Source: an optimization exercise on an open RTL-to-GDS flow (aim: small area). Production flows keep margins and buffers that such runs may drop.
RTL that was checked went through simulation tests only; none was proved equivalent to the original.
Function not checked in runs 2 and 4: the RTL went through the layout flow alone.
Power figures rest on the tool's default switching activity, not on a simulated workload.

## flow/design.v (module list and top-level ports; edited modules follow where they fit)
// module fmul_tree: 2114 lines
// module fa3: 5 lines
// module ha2: 4 lines
// module fpu: 201 lines
// module add33: 23 lines
module fpu(input logic clk,
           input logic [2:0] op,
           input logic [31:0] x1,
           input logic [31:0] x2,
           output logic [31:0] y);
  // ...
==> flow/flow/run.sh <==
#!/bin/bash
# The standard layout, with the port buffers that placement inserts
# made sky130_fd_sc_hd__buf_2 (the standard flow picks a larger buffer).
set -euo pipefail
export BUFFER_PORTS_ARGS="-buffer_cell sky130_fd_sc_hd__buf_2"
bash standard.sh > standard.log 2>&1
==> flow/standard.sh <==
#!/bin/bash
# synth_recipe.tcl (not shown) runs the flow's synth.tcl, then flattens the netlist and writes it again
# the make line also repeats each setting of config.mk as NAME=value (left out here)
make -C /OpenROAD-flow-scripts/flow DESIGN_CONFIG=/design/flow/config.mk WORK_HOME=/design/flow/orfs CLKGATE_MAP_FILE= SYNTH_SCRIPT=/design/flow/synth_recipe.tcl "${@:-finish}"
==> flow/config.mk <==
export PLATFORM = sky130hd
export DESIGN_NAME = fpu
export DESIGN_NICKNAME = fpu
export VERILOG_FILES = /design/flow/design.v
export SDC_FILE = /design/flow/constraint.sdc
export NUM_CORES = 4
export LEC_CHECK = 0
export CAP_MARGIN = 20
export CORE_MARGIN = 2
export CORE_UTILIZATION = 65
export CTS_BUF_LIST = sky130_fd_sc_hd__clkbuf_8
export PLACE_DENSITY = 0.75
export SLEW_MARGIN = 20
export SYNTH_HIERARCHICAL = 1
==> flow/constraint.sdc <==
create_clock -name core_clock -period 10.0 [get_ports {clk}]
set_input_delay 2.0000 -clock core_clock [delete_from_list [all_inputs] [get_ports {clk}]]
set_output_delay 2.0000 -clock core_clock [all_outputs]
set_load 0.01 [all_outputs]
==> results.json, run 1 <==
{
  "gp_congestion": 0.979,
  "p_seq_frac": 0.144,
  "cpPeakStageDelay_ps": 860,
  "fin_worst_skew_ps": 16.0,
  "use_met1": 0.549,
  "die_x_um": 187,
  "clock_cell_area_share": 0.0208,
  "worstRegToRegCells": 22,
  "num-nonclk-buffers": 124,
  "clock_net_power_uw": 506,
  "pwr-share-clk": 0.094,
  "rrSetupSlack_ps": 1360,
  "nFlopsAndLatches": 119,
  "largest_reg_flops": 33,
  "min_period_ps": 9310,
  "maxUsedRoutingLayer": "met4",
  "whs_path_depth": 0,
  "cts_hold_buf": 0,
  "rsz0062_at_grt": "false",
  "n_all_inverters": 117,
  "start_kind": "flip-flop",
  "crit_end": "y[21]",
  "hold_viol": 0,
  "pin_count": 100,
  "ant_nets": 0,
  "clock-sinks": 119,
  "post-route-drc-count": 0,
  "core_area_sq_um": 32700,
  "maxPowerGroup": "combinational logic",
  "cts_buffer_depth": 2,
  "slew_headroom": 0.250,
  "multi_input_area_sq_um": 17700,
  "p_int_uw": 2660,
  "critPathRequiredTime_ps": 8000,
  "status": "finished clean",
  "cts_tree": "built",
  "holdWs_ps": 329,
  "tightest_slew_ps": 1120,
  "min_to": "rmz2",
  "grt_remaining_overflow": 0,
  "syn_avg_cell_area_sq_um": 9.22,
  "final_cell_mix": "nand2_1, fa_1, nor2_1"
}
==> module fpu, before the edit <==
module fpu(input logic clk,
           input logic [2:0] op,
           input logic [31:0] x1,
           input logic [31:0] x2,
           output logic [31:0] y);
    localparam logic [1:0] C_OTHER = 2'd0;   
    localparam logic [1:0] C_ITOF  = 2'd1;
    localparam logic [1:0] C_MUL   = 2'd2;
    localparam logic [1:0] C_FTOI  = 2'd3;
    logic is_add, is_mul, is_ftoi, is_itof, is_floor;
    assign is_add   = (op == 3'd0) | (op == 3'd1);
    assign is_mul   = (op == 3'd2);
    assign is_ftoi  = (op == 3'd3);
    assign is_itof  = (op == 3'd4);
    assign is_floor = (op == 3'd5);
    logic s1, s2;
    logic [7:0] e1, e2;
    logic [22:0] f1, f2;
    assign s1 = x1[31];
    assign s2 = x2[31] ^ (op == 3'd1);
    assign e1 = x1[30:23];
    assign e2 = x2[30:23];
    assign f1 = x1[22:0];
    assign f2 = x2[22:0];
    logic [8:0] d1, d2;
    logic [7:0] p2;
    logic big;
    assign d1 = {1'b0, e1} - {1'b0, e2};
    assign big = (e1 == e2) ? (f1 >= f2) : ~d1[8];
    assign p2 = is_add ? e2 : (is_ftoi ? 8'd157 : 8'd150);
    assign d2 = {1'b0, p2} - {1'b0, e1};
    logic [7:0] eb;
    logic [22:0] fb, fs;
    logic es_zero;
    assign eb = big ? e1 : e2;
    assign fb = big ? f1 : f2;
    assign fs = big ? f2 : f1;
    assign es_zero = big ? (e2 == 8'd0) : (e1 == 8'd0);
    logic fl_int;
    assign fl_int = d2[8] | (d2 == 9'd0);
    logic ft_158;
    assign ft_158 = (d2 == 9'h1ff);
    logic sticky;
    always_comb begin
        sticky = (e1 < 8'd127);
        for (int j = 0; j < 23; j++)
            if (f1[j] && (e1 < 8'(150 - j))) sticky = 1'b1;
    end
    logic inc;
    assign inc = s1 & sticky;
    logic itof_min;
    assign itof_min = (x1 == 32'h80000000);
    logic [32:0] sh_in, sh_out;
    logic [7:0] sh_amt;
    logic sh_kill;
    always_comb begin
        if (is_add) begin
            sh_in  = {2'b01, fs, 8'd0};
            sh_amt = big ? d1[7:0] : d2[7:0];
            sh_kill = es_zero;
        end else if (is_itof) begin
            sh_in  = {x1, 1'b0};
            sh_amt = 8'd0;
            sh_kill = itof_min;
        end else begin
            sh_in  = {2'b01, f1, 8'd0};
            sh_amt = ((is_floor & fl_int) | ft_158) ? 8'd0 : d2[7:0];
            sh_kill = (is_ftoi & d2[8] & ~ft_158) | ~(is_ftoi | is_floor | is_mul);
        end
    end
    assign sh_out = (sh_kill | (sh_amt[7:5] != 3'd0)) ? 33'd0 : (sh_in >> sh_amt[4:0]);
    logic [25:0] mxn, myn, mx, my;
    logic mc1n, mc2n, mc1, mc2;
    fmul_tree u_tree(.a(f1), .b(f2), .Xn(mxn), .Yn(myn), .c1n(mc1n), .c2n(mc2n));
    assign mx = ~mxn;
    assign my = ~myn;
    assign mc1 = ~mc1n;
    assign mc2 = ~mc2n;
    logic [8:0] me;
    logic [8:0] mec;
    assign mec[0] = 1'b1;
    for (genvar i = 0; i < 8; i++) begin : g_me
        fa3 u_fa(.a(e1[i]), .b(e2[i]), .c(mec[i]), .s(me[i]), .co(mec[i + 1]));
    end
    assign me[8] = mec[8];
    logic [32:7] a_d;
    logic [32:0] b_d;
    logic inv_d, s_d;
    logic [8:0] e_d;
    logic [1:0] cls_d;
    always_comb begin
        a_d = 26'd0;
        b_d = {sh_out[32:8], 8'd0};
        inv_d = 1'b0;
        s_d = s1;
        e_d = 9'd0;
        cls_d = C_OTHER;
        case (1'b1)
            is_add: begin
                a_d[31:8] = (e1 != 8'd0) | (e2 != 8'd0) ? {1'b1, fb} : 24'd0;
                inv_d = s1 ^ s2;
                s_d = big ? s1 : s2;
                e_d = {1'b0, eb};
            end
            is_mul: begin
                a_d[32:7] = mx;
                b_d = {my[25:1], mc2, {7{mc1}}};
                s_d = x1[31] ^ x2[31];
                e_d = {me[8] ^ me[7], ~me[7], me[6:0]};
                cls_d = C_MUL;
            end
            is_ftoi: begin
                b_d = sh_out;
                inv_d = s1;
                e_d = {8'd0, ft_158};
                cls_d = C_FTOI;
            end
            is_itof: begin
                b_d = sh_out;
                inv_d = s1 & ~itof_min;
                e_d = 9'd157;
                cls_d = C_ITOF;
            end
            is_floor: begin
                b_d[7:0] = {8{inc}};
                e_d = fl_int ? {1'b0, e1} : 9'd150;
            end
            default: ;
        endcase
    end
    logic [32:7] ra;
    logic [32:0] rb;
    logic rinv, rs, rmz;
    logic [8:0] re;
    logic [1:0] rcls;
    always_ff @(posedge clk) begin
        ra <= a_d;
        rb <= b_d;
        rinv <= inv_d;
        rs <= s_d;
        re <= e_d;
        rcls <= cls_d;
        rmz <= (e1 == 8'd0) | (e2 == 8'd0);
    end
    logic [32:0] bx;
    assign bx = rb ^ {33{rinv}};
    logic [6:0] half;
    always_comb begin
        for (int j = 0; j < 7; j++)
            half[j] = (rcls == C_ITOF) & bx[j + 25] & ~|(bx[31:25] >> (j + 1));
    end
    logic [32:0] ax;
    assign ax = {ra[32:8], ra[7] | half[6], half[5:0], 1'b0};
    logic cin;
    assign cin = (rcls == C_FTOI) | rinv | rb[0];
    logic [32:0] sum;
    add33 u_add(.a(ax), .b(bx), .cin(cin), .s(sum));
    logic [31:0] rm;
    logic [8:0] re1;
    logic rs2, rmz2, rmu2;
    logic [1:0] rcls2;
    always_ff @(posedge clk) begin
        rm <= sum[32:1];
        re1 <= re + 9'd1;
        rs2 <= rs;
        rmz2 <= rmz;
        rmu2 <= ~re[8];
        rcls2 <= rcls;
    end
    logic [31:0] n16, n8, n4, n2, n1;
    logic [4:0] lz;
    assign lz[4] = ~|rm[31:16];
    assign n16 = lz[4] ? {rm[15:0], 16'd0} : rm;
    assign lz[3] = ~|n16[31:24];
    assign n8 = lz[3] ? {n16[23:0], 8'd0} : n16;
    assign lz[2] = ~|n8[31:28];
    assign n4 = lz[2] ? {n8[27:0], 4'd0} : n8;
    assign lz[1] = ~|n4[31:30];
    assign n2 = lz[1] ? {n4[29:0], 2'd0} : n4;
    assign lz[0] = ~n2[31];
    assign n1 = lz[0] ? {n2[30:0], 1'd0} : n2;
    logic zero;
    assign zero = ~n1[31];
    logic [9:0] t;
    assign t = {1'b0, re1} - {5'd0, lz};
    always_comb begin
        case (rcls2)
            C_FTOI: y = re1[1] ? {rm[30:0], 1'b0} : rm;
            C_MUL: begin
                if (rmz2) y = 32'd0;
                else if (rmu2 | (t[7:0] == 8'd0)) y = {rs2, 8'd1, 23'd0};
                else y = {rs2, t[7:0], n1[30:8]};
            end
            default: begin
                if (zero) y = {rs2 & (rcls2 == C_ITOF), 31'd0};
                else if (t[9] | (t == 10'd0)) y = 32'd0;
                else y = {rs2, t[7:0], n1[30:8]};
            end
        endcase
    end
endmodule
==> inputs of run 2 (changes only) <==
--- a/flow/design.v
+++ b/flow/design.v
@@ -2253,20 +2253,19 @@
     end
     logic [32:7] ra;
     logic [32:0] rb;
-    logic rinv, rs, rmz;
+    logic rs, rmz;
     logic [8:0] re;
     logic [1:0] rcls;
     always_ff @(posedge clk) begin
         ra <= a_d;
-        rb <= b_d;
-        rinv <= inv_d;
+        rb <= b_d ^ {33{inv_d}};
         rs <= s_d;
         re <= e_d;
         rcls <= cls_d;
         rmz <= (e1 == 8'd0) | (e2 == 8'd0);
     end
     logic [32:0] bx;
-    assign bx = rb ^ {33{rinv}};
+    assign bx = rb;
     logic [6:0] half;
     always_comb begin
         for (int j = 0; j < 7; j++)
@@ -2275,7 +2274,7 @@
     logic [32:0] ax;
     assign ax = {ra[32:8], ra[7] | half[6], half[5:0], 1'b0};
     logic cin;
-    assign cin = (rcls == C_FTOI) | rinv | rb[0];
+    assign cin = (rcls == C_FTOI) | rb[0];
     logic [32:0] sum;
     add33 u_add(.a(ax), .b(bx), .cin(cin), .s(sum));
     logic [31:0] rm;
--- a/flow/config.mk
+++ b/flow/config.mk
@@ -7,8 +7,7 @@
 export LEC_CHECK = 0
 export CAP_MARGIN = 20
 export CORE_MARGIN = 2
-export CORE_UTILIZATION = 65
+export CORE_UTILIZATION = 40
 export CTS_BUF_LIST = sky130_fd_sc_hd__clkbuf_8
-export PLACE_DENSITY = 0.75
 export SLEW_MARGIN = 20
 export SYNTH_HIERARCHICAL = 1
==> run 2 against run 1 <==
  * Still clean on timing, DRC and antenna
  * Global-route usage is 13 points lower
  * Register-to-register slack better by 600 ps
  * Critical path depth grew 6
  * First-iteration DRC count decreased by 11%
  * Clock skew increased by 6.8 ps
  * Hold slack improved by 10 ps
  * Routed wire length rose by 10%
  * Sequential power grew 5.5%
  * Final area is 2.7% higher
  * Core utilization down 26 points
  * Clock-buffer cell count stayed put
  * Combinational power up 7.1%
  * Critical endpoint unchanged
==> results.json, run 2 <==
{
  "wl_per_cell_um": 25.8,
  "hpwl_um": 59300,
  "grt_pass1_wl_um": 121000,
  "critPathRequiredTime_ps": 8000,
  "post_route_cells_drive_above_1_share": 0.101,
  "yosysWarnings": 7,
  "port_buffers": 99,
  "wl_um": 78800,
  "antenna_found_initial": 1,
  "slew_headroom": 0.289,
  "hold_viol": 0,
  "max_freq_mhz": 112,
  "cp.arrival_ps": 6930,
  "gp_congestion": 1.00,
  "min_period_ps": 8930,
  "pin_count": 100,
  "cts.htree.levels": 4,
  "holdWs_ps": 339,
  "min_to": "rmz2",
  "slew_viol_final": 0,
  "avgViaCountPerCell": 6.15,
  "maxCapViolCount": 0,
  "synth_area_sq_um": 21800,
  "setup_viol": 0,
  "reg2reg_from": "rcls[0]",
  "worstSetupEndpointType": "primary output",
  "start_kind": "flip-flop",
  "worstRegToRegCells": 21,
  "finalSetupTns_ps": 0,
  "grt_pass1_vias": 20024,
  "largest_reg_flops": 33,
  "synth_cells": 2386,
  "crit_fanout": 39,
  "clk_pin_slew_ps": 80,
  "largest_register": "rb",
  "ant_nets": 0,
  "area_delta_synth_final_pct": 4.71,
  "pwr_density_cell_nw_per_um2": 247,
  "leakage_uw": 0.00900,
  "fill_cells": 5269,
  "die_area_sq_um": 56500,
  "grt_max_degree": 51,
  "syn_avg_cell_area_sq_um": 9.15,
  "status": "finished clean",
  "cpPeakStageDelay_ps": 440,
  "reg_top3": "rb x33, rm x32, ra x26",
  "rrSetupSlack_ps": 1960,
  "hp-class": "reg -> reg",
  "core_area_sq_um": 53900,
  "grt_remaining_overflow": 0,
  "ir_drop_mv": 0.206,
  "rsz0062_at_grt": "false",
  "slowest_stage": "nor3_1",
  "final_cell_mix": "nand2_1, fa_1, mux2i_1",
  "post_cts_buffers": 0,
  "whs_path_depth": 0,
  "grt_usage": 0.283,
  "post-route-drc-count": 0,
  "clock-root-buffer": "clkbuf_8",
  "cts_tree": "built",
  "totalPowerFinal_uw": 5650,
  "nNetsFinal": 2888,
  "start_util": 0.405,
  "cts_buffer_depth": 2,
  "dp_slack_ps": 1670,
  "drt-initial-drc-count": 1741,
  "rows": 85,
  "die_x_um": 238,
  "fin_ws_ps": 1070,
  "post-route-period-util": 0.893,
  "cts_buffers": 17,
  "first_pass_iters": 6,
  "clock-sinks": 118,
  "fp.dieH_um": 238,
  "antenna_cells": 0,
  "worstSetupPathType": "reg -> out",
  "hold_start": "rmz",
  "final_common_cell": "nand2_1",
  "tightest_slew_ps": 1060,
  "cts_hold_buf": 0,
  "fin_worst_skew_ps": 22.8,
  "post_cts_resize_count": 0,
  "r2r_end": "rm[31]",
  "insertion_delay_ps": 450,
  "num_vias": 18770
}
run 2: worst max path at each step:
stage / depth (start not counted) / slack, ps / end / from
2_1_floorplan: 22 / 2430 / rm[25] / rcls[0]
3_3_place_gp: 29 / 1810 / y[21] / rm[24]
3_5_place_dp: 29 / 1670 / y[21] / rm[24]
4_1_cts: 29 / 1130 / y[21] / rm[24]
5_1_grt: 29 / 470 / y[21] / rm[24]
6_report: 29 / 1070 / y[21] / rm[24]
run 2: area by class of cell:
type | instances | area (sq um) | share of cell area
multi-input combinational | 1943 | 17900 | 0.784
sequential | 118 | 2360 | 0.103
tap | 696 | 871 | 0.0381
timing repair buffer | 143 | 826 | 0.0361
inverter | 122 | 460 | 0.0201
clock buffer | 18 | 248 | 0.0108
clock inverter | 14 | 163 | 0.00711
run 2: worst max-delay path: cells and delay by family, from the launching register on:
family / cells / cell delay (ps)
fa+ha+maj: 2 / 580
simple gates: 8 / 1770
buf+inv: 8 / 1580
compound gates: 10 / 2020
flops: 1 / 340
xor+xnor: 1 / 160
run 2: through the flow:
stage / utilization / std cells / area (sq um)
after global routing: 0.424 / 3054 / 22900
after CTS: 0.424 / 3054 / 22900
after floorplan: - / 2389 / 21900
after detailed placement: 0.416 / 3022 / 22500
after global placement: 0.416 / 3022 / 22500
final: 0.424 / 3054 / 22900
run 2: metal layers:
layer	track usage	share of wire	up-vias
li1	-	-	7896
met1	0.375	0.41	9543
met2	0.438	0.44	1117
met3	0.0820	0.11	212
met4	0.111	0.038	2
met5	0	0.00016	-
run 2: power by group:
part           total, uW  switching [uW]  internal (uW)
logic               4380            2530           1850
clock network        459             224            235
registers            818             198            620
total               5650            2950           2700
==> inputs of run 3 (changes only) <==
--- a/flow/design.v
+++ b/flow/design.v
@@ -2191,7 +2191,7 @@
             sh_kill = (is_ftoi & d2[8] & ~ft_158) | ~(is_ftoi | is_floor | is_mul);
         end
     end
-    assign sh_out = (sh_kill | (sh_amt[7:5] != 3'd0)) ? 33'd0 : (sh_in >> sh_amt[4:0]);
+    assign sh_out = sh_kill ? 33'd0 : (sh_in >> sh_amt);
     logic [25:0] mxn, myn, mx, my;
     logic mc1n, mc2n, mc1, mc2;
     fmul_tree u_tree(.a(f1), .b(f2), .Xn(mxn), .Yn(myn), .c1n(mc1n), .c2n(mc2n));
@@ -2253,19 +2253,20 @@
     end
     logic [32:7] ra;
     logic [32:0] rb;
-    logic rs, rmz;
+    logic rinv, rs, rmz;
     logic [8:0] re;
     logic [1:0] rcls;
     always_ff @(posedge clk) begin
         ra <= a_d;
-        rb <= b_d ^ {33{inv_d}};
+        rb <= b_d;
+        rinv <= inv_d;
         rs <= s_d;
         re <= e_d;
         rcls <= cls_d;
         rmz <= (e1 == 8'd0) | (e2 == 8'd0);
     end
     logic [32:0] bx;
-    assign bx = rb;
+    assign bx = rb ^ {33{rinv}};
     logic [6:0] half;
     always_comb begin
         for (int j = 0; j < 7; j++)
@@ -2274,7 +2275,7 @@
     logic [32:0] ax;
     assign ax = {ra[32:8], ra[7] | half[6], half[5:0], 1'b0};
     logic cin;
-    assign cin = (rcls == C_FTOI) | rb[0];
+    assign cin = (rcls == C_FTOI) | rinv | rb[0];
     logic [32:0] sum;
     add33 u_add(.a(ax), .b(bx), .cin(cin), .s(sum));
     logic [31:0] rm;
==> flow/flow/run.sh (replaced) <==
#!/bin/bash
# The standard layout, with the port buffers that placement inserts
# chosen here: sky130_fd_sc_hd__buf_4 on the inputs (they fan out widely),
# sky130_fd_sc_hd__buf_1 on the outputs (the standard flow picks a larger
# buffer for all ports).
set -euo pipefail
export PRE_GLOBAL_PLACE_TCL="$PWD/flow/ports.tcl"
bash standard.sh > standard.log 2>&1
==> flow/flow/ports.tcl (new file) <==
# Sourced before global placement: buffer_ports, as global_place.tcl calls
# it, buffers the inputs with buf_4 and the outputs with buf_1.
rename buffer_ports my_orig_buffer_ports
proc buffer_ports {args} {
  my_orig_buffer_ports -inputs -buffer_cell sky130_fd_sc_hd__buf_4
  my_orig_buffer_ports -outputs -buffer_cell sky130_fd_sc_hd__buf_1
}
==> run 3 against run 2 <==
  * Register-to-register slack worse by 770 ps
  * Critical endpoint is now rm[31]
  * Synthesized area is 0.50% higher
  * Combinational power is 4% lower
  * Still clean
  * Core utilization is 0.27 points lower
  * Synthesized cell count is 0.50% higher
==> results.json, run 3 <==
{
  "status": "finished clean",
  "grt_remaining_overflow": 0,
  "synth_cells": 2398,
  "post-route-period-util": 0.881,
  "max_freq_mhz": 114,
  "crit_fanout": 19,
  "final_cell_mix": "nand2_1, fa_1, nor2_1",
  "worstSetupPathType": "reg -> reg",
  "ant_nets": 0,
  "min_period_ps": 8810,
  "cts_buffer_depth": 2,
  "totalPowerFinal_uw": 5420,
  "largest_reg_flops": 33,
  "grt_usage": 0.271,
  "start_util": 0.406,
  "antenna_cells": 0,
  "pin_count": 100,
  "tightest_slew_ps": 1080,
  "die_x_um": 238,
  "post_cts_resize_count": 0,
  "maxCapViolCount": 0,
  "yosysWarnings": 7,
  "fp.dieH_um": 238,
  "fill_cells": 5306,
  "final_common_cell": "nand2_1",
  "num_vias": 18864,
  "finalSetupTns_ps": 0,
  "pwr_density_cell_nw_per_um2": 238,
  "cts_buffers": 17,
  "rows": 85,
  "clk_pin_slew_ps": 90,
  "nNetsFinal": 2873,
  "port_buffers": 99,
  "leakage_uw": 0.00891,
  "fin_worst_skew_ps": 15.8,
  "insertion_delay_ps": 440,
  "drt-initial-drc-count": 2004,
  "gp_congestion": 0.989,
  "cts_hold_buf": 0,
  "clock-root-buffer": "clkbuf_8",
  "worstSetupEndpointType": "flip-flop",
  "reg_top3": "rb x33, rm x32, ra x26",
  "cp.arrival_ps": 9120,
  "hp-class": "reg -> reg",
  "antenna_found_initial": 0,
  "start_kind": "flip-flop",
  "first_pass_iters": 6,
  "post-route-drc-count": 0,
  "grt_max_degree": 58,
  "area_delta_synth_final_pct": 3.72,
  "rsz0062_at_grt": "false",
  "syn_avg_cell_area_sq_um": 9.15,
  "grt_pass1_vias": 19780,
  "setup_viol": 0,
  "avgViaCountPerCell": 6.21,
  "synth_area_sq_um": 21900,
  "wl_per_cell_um": 25.3,
  "slew_headroom": 0.279,
  "critPathRequiredTime_ps": 10310,
  "wl_um": 76700,
  "cts_tree": "built",
  "multi_input_area_sq_um": 17900,
  "hold_viol": 0,
  "slew_viol_final": 0,
  "ir_drop_mv": 0.174,
  "grt_pass1_wl_um": 118000,
  "die_area_sq_um": 56800,
  "seqCellArea_sq_um": 2380,
  "post_cts_buffers": 0,
  "clock-sinks": 119,
  "largest_register": "rb",
  "cts.htree.levels": 4,
  "hpwl_um": 55500,
  "core_area_sq_um": 54000,
  "post_route_cells_drive_above_1_share": 0.0828
}
-- run 3: worst paths after layout --
path	start	endpoint	slack [ps]	cells past startpoint
hold / removal	rs	rs2	330	0
setup / recovery	rinv	rm[31]	1190	24
setup reg to reg	rinv	rm[31]	1190	24
hold reg to reg	rs	rs2	330	0
-- run 3: per-layer routing --
metal,routed length [um],track usage,up-vias
li1,-,-,7921
met1,31400,0.362,9626
met2,35300,0.435,1135
met3,7670,0.0648,182
met4,2370,0.0847,0
met5,0,0.00346,-
-- run 3: cell type report --
| cell class | count | area share |
|---|---|---|
| Multi-Input combinational cell | 1957 | 0.787 |
| Tap cell | 696 | 0.0383 |
| Clock buffer | 17 | 0.0103 |
| Clock inverter | 15 | 0.00682 |
| Inverter | 115 | 0.0190 |
| Sequential cell | 119 | 0.105 |
| Timing Repair Buffer | 119 | 0.0340 |
-- run 3: where the power goes --
part,internal (uW),switching [uW],total (uW),leakage (uW)
registers,597,190,787,0.000985
logic,1760,2440,4200,0.00773
clock network,207,227,434,0.000199
total,2560,2860,5420,0.00891
-- run 3: per-stage QoR --
step	setup WS [ps]	util	hold slack [ps]	cell area, sq um	cells
3_5_place_dp	1200	0.414	314	22400	3006
5_1_grt	719	0.421	335	22800	3038
6_report	1190	0.421	331	22800	3038
3_3_place_gp	1370	0.414	321	22400	3006
2_1_floorplan	1730	-	310	22000	2401
4_1_cts	1190	0.421	336	22800	3038
-- run 3: critical path: stages, from the launching register on --
cell and delay (ps):
dfxtp_2 600, buf_4 380, xor2_1 300, or3_1 200, nor2_1 60, nor4bb_1 160, fa_1 450, fa_1 390
fa_1 400, fa_1 390, fa_1 390, fa_1 390, fa_1 400, fa_1 400, fa_1 390, fa_1 390
fa_1 390, fa_1 400, fa_1 390, fa_1 390, fa_1 390, fa_1 450, nand4_2 310, nor4_1 130
xor2_1 150
==> inputs of run 4 (changes only) <==
--- a/flow/design.v
+++ b/flow/design.v
@@ -2181,17 +2181,17 @@
             sh_in  = {2'b01, fs, 8'd0};
             sh_amt = big ? d1[7:0] : d2[7:0];
             sh_kill = es_zero;
-        end else if (is_itof) begin
+        end else if (is_itof | (is_floor & fl_int)) begin
             sh_in  = {x1, 1'b0};
             sh_amt = 8'd0;
-            sh_kill = itof_min;
+            sh_kill = is_itof & itof_min;
         end else begin
             sh_in  = {2'b01, f1, 8'd0};
-            sh_amt = ((is_floor & fl_int) | ft_158) ? 8'd0 : d2[7:0];
+            sh_amt = ft_158 ? 8'd0 : d2[7:0];
             sh_kill = (is_ftoi & d2[8] & ~ft_158) | ~(is_ftoi | is_floor | is_mul);
         end
     end
-    assign sh_out = sh_kill ? 33'd0 : (sh_in >> sh_amt);
+    assign sh_out = (sh_kill | (sh_amt[7:5] != 3'd0)) ? 33'd0 : (sh_in >> sh_amt[4:0]);
     logic [25:0] mxn, myn, mx, my;
     logic mc1n, mc2n, mc1, mc2;
     fmul_tree u_tree(.a(f1), .b(f2), .Xn(mxn), .Yn(myn), .c1n(mc1n), .c2n(mc2n));
@@ -2220,7 +2220,7 @@
         cls_d = C_OTHER;
         case (1'b1)
             is_add: begin
-                a_d[31:8] = (e1 != 8'd0) | (e2 != 8'd0) ? {1'b1, fb} : 24'd0;
+                a_d[31:8] = {(e1 != 8'd0) | (e2 != 8'd0), fb};
                 inv_d = s1 ^ s2;
                 s_d = big ? s1 : s2;
                 e_d = {1'b0, eb};
@@ -2245,8 +2245,13 @@
                 cls_d = C_ITOF;
             end
             is_floor: begin
-                b_d[7:0] = {8{inc}};
-                e_d = fl_int ? {1'b0, e1} : 9'd150;
+                if (fl_int) begin
+                    b_d = sh_out;
+                    cls_d = C_FTOI;
+                end else begin
+                    b_d[7:0] = {8{inc}};
+                    e_d = 9'd150;
+                end
             end
             default: ;
         endcase
==> flow/flow/run.sh (replaced) <==
#!/bin/bash
# The standard layout, with the port buffers that placement inserts
# made sky130_fd_sc_hd__buf_2 (the standard flow picks a larger buffer).
set -euo pipefail
export BUFFER_PORTS_ARGS="-buffer_cell sky130_fd_sc_hd__buf_2"
bash standard.sh > standard.log 2>&1
removed: flow/flow/ports.tcl
==> run 4 against run 3 <==
  * Clock skew shrank 2.7 ps
  * Still clean on timing, DRC and antenna
  * Worst setup slack lost 96 ps
  * Fmax shrank 1.1%
  * Critical endpoint unchanged
  * Critical path type unchanged
  * Sequential share of layout area shrank 0.090 points
  * Combinational power grew 3%
==> results.json, run 4 <==
{
  "post_cts_buffers": 0,
  "core_area_sq_um": 54000,
  "leakage_uw": 0.00899,
  "hp-class": "reg -> reg",
  "clk_pin_slew_ps": 70,
  "start_util": 0.406,
  "finalSetupTns_ps": 0,
  "cts_buffer_depth": 2,
  "final_cell_mix": "nand2_1, fa_1, nor2_1",
  "pwr_density_cell_nw_per_um2": 242,
  "cts_tree": "built",
  "hpwl_um": 61100,
  "dp_slack_ps": 1080,
  "critPathRequiredTime_ps": 10290,
  "die_area_sq_um": 56800,
  "hold_viol": 0,
  "placed_cells_incl_taps": 3067,
  "die_x_um": 238,
  "rsz0062_at_grt": "false",
  "slew_headroom": 0.287,
  "yosysWarnings": 7,
  "worstSetupPathType": "reg -> reg",
  "reg_top3": "rb x33, rm x32, ra x26",
  "power.switching_fraction": 0.525,
  "grt_pass1_wl_um": 123000,
  "post-route-drc-count": 0,
  "seqCellArea_sq_um": 2380,
  "fill_cells": 5312,
  "hold_start": "rmz",
  "cts.htree.levels": 4,
  "cp.arrival_ps": 9190,
  "grt_usage": 0.286,
  "pin_count": 100,
  "clock-sinks": 119,
  "grt_pass1_vias": 20069,
  "insertion_delay_ps": 420,
  "maxCapViolCount": 0,
  "area_delta_synth_final_pct": 4.60,
  "crit_end": "rm[31]",
  "fin_worst_skew_ps": 13.1,
  "slew_viol_final": 0,
  "post-route-period-util": 0.890,
  "multi_input_area_sq_um": 18000,
  "wl_per_cell_um": 26.1,
  "crit_start": "rinv",
  "fin_cells": 3099,
  "first_pass_iters": 6,
  "p_comb_frac": 0.775,
  "largest_reg_flops": 33,
  "num_vias": 19203,
  "port_buffers": 99,
  "antenna_cells": 0,
  "gp_congestion": 0.942,
  "worstRegToRegCells": 24,
  "post_route_cells_drive_above_1_share": 0.103,
  "synth_area_sq_um": 22000,
  "nNetsFinal": 2933,
  "final_common_cell": "nand2_1",
  "cts_hold_buf": 0,
  "wl_um": 81000,
  "ant_nets": 0,
  "pwr-share-clk": 0.086,
  "p_int_uw": 2640,
  "fp.dieH_um": 238,
  "largest_register": "rb",
  "avgViaCountPerCell": 6.20,
  "synth_cells": 2440,
  "status": "finished clean",
  "cts_buffers": 17,
  "tightest_slew_ps": 1070,
  "fin_ws_ps": 1100,
  "worstSetupEndpointType": "flip-flop",
  "ir_drop_mv": 0.177,
  "grt_max_degree": 63,
  "crit_fanout": 22,
  "rows": 85,
  "clock-root-buffer": "clkbuf_8",
  "syn_avg_cell_area_sq_um": 9.00,
  "max_freq_mhz": 112,
  "rrSetupSlack_ps": 1100,
  "switching_power_uw": 2920,
  "setup_viol": 0,
  "r2r_end": "rm[31]",
  "grt_remaining_overflow": 0,
  "antenna_found_initial": 2,
  "start_kind": "flip-flop",
  "reg2reg_from": "rinv",
  "post_cts_resize_count": 0,
  "drt-initial-drc-count": 2008,
  "p_seq_frac": 0.138,
  "min_period_ps": 8900,
  "holdWs_ps": 332
}
run 4: cell types whose count changed in the layout (fill, tap and decap cells not counted), moves of 10 or more:
cell	delta
buf_2	+99
o31ai_1	+15
mux2i_1	-21
nor3_1	+10
buf_1	-32
buf_4	-46
a21oi_1	+38
a211oi_1	+12
run 4: through the flow:
stage	area (sq um)	total power (uW)	utilization
6_report	23000	5560	0.425
2_1_floorplan	22000	4230	-
3_3_place_gp	22500	4920	0.417
5_1_grt	23000	5940	0.425
3_5_place_dp	22500	4970	0.417
4_1_cts	23000	5470	0.425
run 4: routing by layer:
metal  vias to the layer above  global-route usage  part of all wire
met3                       219              0.0465             0.085
met1                      9660               0.374              0.40
li1                       8141                   -                 -
met2                      1181               0.470              0.47
met5                         -                   0           0.00016
met4                         2               0.123             0.044
run 4: worst max-delay path: stages (launching register included):
cell and delay [ps]:
dfxtp_2 540, buf_4 390, xor2_1 290, or3_1 200, nor2_1 60, nor4bb_1 170
fa_1 450, fa_1 390, fa_1 400, fa_1 400, fa_1 390, fa_1 400
fa_1 440, fa_1 410, fa_1 410, fa_1 400, fa_1 390, fa_1 380
fa_1 420, fa_1 400, fa_1 390, fa_1 450, nand4_2 320, nor4_1 120
xor2_1 160
run 4: layout make-up:
type	instances	area share
multi-input combinational	1995	0.785
sequential	119	0.104
clock buffer	17	0.0102
clock inverter	15	0.00937
inverter	117	0.0191
timing repair buffer	140	0.0350
tap	696	0.0379
run 4: power groups by stage:
stage | Combinational, uW | Sequential, uW | Clock [uW]
2_1_floorplan | 3530 | 694 | 0
3_3_place_gp | 4140 | 776 | 0
3_5_place_dp | 4190 | 780 | 0
4_1_cts | 4210 | 767 | 491
5_1_grt | 4650 | 782 | 512
6_report | 4310 | 769 | 481
run 4: worst min-delay path by stage:
stage | to | slack, ps | cells past startpoint
5_1_grt | rmz2 | 330 | 0
2_1_floorplan | rmz2 | 310 | 0
6_report | rmz2 | 330 | 0
3_3_place_gp | rmz2 | 320 | 0
4_1_cts | rmz2 | 330 | 0
3_5_place_dp | rmz2 | 310 | 0

## static timing again, ports no longer ideal
The flow's constraints put no driver on any port. The routed layouts listed below were extracted and timed again, unchanged, in two steps.
Step 1 (the two cells are an assumption about what drives the block):
set clk [get_ports {clk}]
set_driving_cell -lib_cell sky130_fd_sc_hd__clkbuf_16 $clk
set_driving_cell -lib_cell sky130_fd_sc_hd__buf_2 [delete_from_list [all_inputs] $clk]
Step 2 moves the port delays by t, midway between the first and last clock arrival at a register: inputs arrive t later, outputs are due t later. That takes back most of the time a late clock gives input paths.
Slacks: no drivers / after step 1 / after step 2; pairs: no drivers / after step 1.
run	shift t [ns]	slack for setup (ns)	worst data-port slew with drivers (ns)
run 1	0.464	0.692 / 0.650 / 1.114	0.04
run 2	0.486	1.071 / 1.028 / 1.514	0.06
run 3	0.474	1.192 / 1.192 / 1.192	0.06
run 4	0.453	1.096 / 1.096 / 1.096	0.06
After both steps every run listed still meets setup and hold.
